What follows belongs to an exercise in optimizing a design on an open flow for small area, a short achievable clock period and few clock cycles per item; a production flow would make more cautious choices.
Function was checked by simulation only, so behaviour that the tests miss may differ from the original.
Power figures rest on the tool's default switching activity, not on a simulated workload.

Setup of job 6621:
Design pollings, start of the top module:
module pollings (
        ap_clk,
        ap_rst_n,
        m_axi_gmem_AWVALID,
        m_axi_gmem_AWREADY,
        m_axi_gmem_AWADDR,
        m_axi_gmem_AWID,
        m_axi_gmem_AWLEN,
        m_axi_gmem_AWSIZE,
        m_axi_gmem_AWBURST,
        m_axi_gmem_AWLOCK,
        m_axi_gmem_AWCACHE,
        m_axi_gmem_AWPROT,
        m_axi_gmem_AWQOS,
        m_axi_gmem_AWREGION,
        m_axi_gmem_AWUSER,
        m_axi_gmem_WVALID,
        m_axi_gmem_WREADY,
        m_axi_gmem_WDATA,
        m_axi_gmem_WSTRB,
        m_axi_gmem_WLAST,
        m_axi_gmem_WID,
        m_axi_gmem_WUSER,
        m_axi_gmem_ARVALID,
        m_axi_gmem_ARREADY,
        m_axi_gmem_ARADDR,
        m_axi_gmem_ARID,
        m_axi_gmem_ARLEN,
        m_axi_gmem_ARSIZE,
        m_axi_gmem_ARBURST,
        m_axi_gmem_ARLOCK,
        m_axi_gmem_ARCACHE,
        m_axi_gmem_ARPROT,
        m_axi_gmem_ARQOS,
        m_axi_gmem_ARREGION,
        m_axi_gmem_ARUSER,
        m_axi_gmem_RVALID,
        m_axi_gmem_RREADY,
        m_axi_gmem_RDATA,
        m_axi_gmem_RLAST,
        m_axi_gmem_RID,
        m_axi_gmem_RUSER,
        m_axi_gmem_RRESP,
        m_axi_gmem_BVALID,
        m_axi_gmem_BREADY,
        m_axi_gmem_BRESP,
        m_axi_gmem_BID,
        m_axi_gmem_BUSER,
        s_axi_control_AWVALID,
        s_axi_control_AWREADY,
        s_axi_control_AWADDR,
        s_axi_control_WVALID,
        s_axi_control_WREADY,
        s_axi_control_WDATA,
        s_axi_control_WSTRB,
        s_axi_control_ARVALID,
        s_axi_control_ARREADY,
        s_axi_control_ARADDR,
        s_axi_control_RVALID,
        s_axi_control_RREADY,
        s_axi_control_RDATA,
        s_axi_control_RRESP,
        s_axi_control_BVALID,
        s_axi_control_BREADY,
        s_axi_control_BRESP,
        interrupt
);
parameter    ap_ST_fsm_pp0_stage0 = 4'd1;
parameter    ap_ST_fsm_pp0_stage1 = 4'd2;
parameter    ap_ST_fsm_pp0_stage2 = 4'd4;
parameter    ap_ST_fsm_pp0_stage3 = 4'd8;
parameter    C_S_AXI_CONTROL_DATA_WIDTH = 32;
parameter    C_S_AXI_CONTROL_ADDR_WIDTH = 6;
parameter    C_S_AXI_DATA_WIDTH = 32;
parameter    C_M_AXI_GMEM_ID_WIDTH = 1;
parameter    C_M_AXI_GMEM_ADDR_WIDTH = 64;
parameter    C_M_AXI_GMEM_DATA_WIDTH = 32;
parameter    C_M_AXI_GMEM_AWUSER_WIDTH = 1;
parameter    C_M_AXI_GMEM_ARUSER_WIDTH = 1;
parameter    C_M_AXI_GMEM_WUSER_WIDTH = 1;
  ...
For scale: about 2500 cells after synthesis, roughly 380 I/O pins.
==> flow/config.mk <==
export PLATFORM = sky130hd
export DESIGN_NAME = pollings
export DESIGN_NICKNAME = pollings
export VERILOG_FILES = /design/flow/design.v
export SDC_FILE = /design/flow/constraint.sdc
export NUM_CORES = 4
export LEC_CHECK = 0
export CAP_MARGIN = 20
export CORE_MARGIN = 2
export CORE_UTILIZATION = 60
export SLEW_MARGIN = 20
==> flow/constraint.sdc <==
create_clock -name core_clock -period 10.0 [get_ports {ap_clk}]
set_input_delay 2.0000 -clock core_clock [delete_from_list [all_inputs] [get_ports {ap_clk}]]
set_output_delay 2.0000 -clock core_clock [all_outputs]
set_load 0.01 [all_outputs]
standard.sh (not shown) runs the stock make flow with config.mk's settings and CLKGATE_MAP_FILE= SYNTH_SCRIPT=/design/flow/synth_recipe.tcl, a recipe that flattens the netlist after the stock synthesis.
==> flow/flow/run.sh <==
#!/bin/bash
# Standard synthesis, then the standard layout steps with repair_timing aiming
# at a larger setup margin (each make run's full output in its own log here).
set -euo pipefail
MARGIN=$(cat flow/margin.txt)
bash standard.sh synth > synth.log 2>&1
bash standard.sh SETUP_SLACK_MARGIN=$MARGIN finish > layout.log 2>&1
==> flow/flow/margin.txt <==
6.7
Testbench counts of job 6621, summed over its fixed seeds: cycles 12,996, images 12.
[inputs] job 2300 vs job 6621
Settings: CTS_CLUSTER_SIZE newly set to 22; CTS_BUF_LIST newly set to sky130_fd_sc_hd__clkbuf_16; CTS_CLUSTER_DIAMETER newly set to 80.
## What came out
- Between job 6621 and job 2300, the clock latency of the later-clocked register in the worst-skew pair is higher for job 6621.
- Of job 6621 and job 2300, the run reporting the higher worst hold slack was job 2300.
- The number of multi-input combinational cells on job 2300 is in line with that on job 6621.
- Job 2300 vs job 6621, launch point of the worst path: top[10] vs aw_nq[1]
- Power consumption in job 2300 vs job 6621: down 880 uW
> inputs changed (job 2300 -> job 9297)
Settings: CTS_CLUSTER_SIZE changed from 22 to 30; CTS_CLUSTER_DIAMETER changed from 80 to 100.
Results
- Job 9297: worst setup slack lower than job 2300
- The wire length of the first global-routing pass reported for job 9297 is greater than that of job 2300 by 0.88%.
- Fraction of the core area covered by cells at the end of the flow: job 9297 and job 2300 compared, lower one is job 9297
- On job 9297: routed via count divided by cell count is about 0.3% lower than what job 2300 gave.
- Minimum hold slack of job 9297 is on par with job 2300.
- Power: job 9297 draws less than job 2300
- Job 9297: register fraction of the total cell area higher than job 2300
- Job 9297 drops fewer vias than job 2300.
- Minimum clock period after layout in job 9297 is 0.019 ns above job 2300.
- Combinational share of power (lower): job 2300

-- static timing again, ports no longer ideal --
No port has a modelled driver above. Below, the same layouts with a new extraction and two added sets of constraints.
Step 1 (the two cells are an assumption about what drives the block):
set clk [get_ports {ap_clk}]
set_driving_cell -lib_cell sky130_fd_sc_hd__clkbuf_16 $clk
set_driving_cell -lib_cell sky130_fd_sc_hd__buf_2 [delete_from_list [all_inputs] $clk]
Step 2 times the ports against the registers' clock, not the clock port: input delays grow and output delays shrink by t, the midpoint of the rising clock arrivals with the driver on.
Three values: ideal, step 1, step 2; two values: the first two.
run	t (ns)	setup WS [ns]	pins driven straight from the clock port
job 6621	0.651	6.483 / 6.483 / 6.081	1
job 2300	0.636	6.494 / 6.494 / 6.075	1
job 9297	0.674	6.475 / 6.475 / 6.013	1
After both steps setup and hold are still met in every run listed. For job 9297, which loses most, drivers alone change the setup slack by 0.000 ns; drivers and shift together by -0.462 ns.
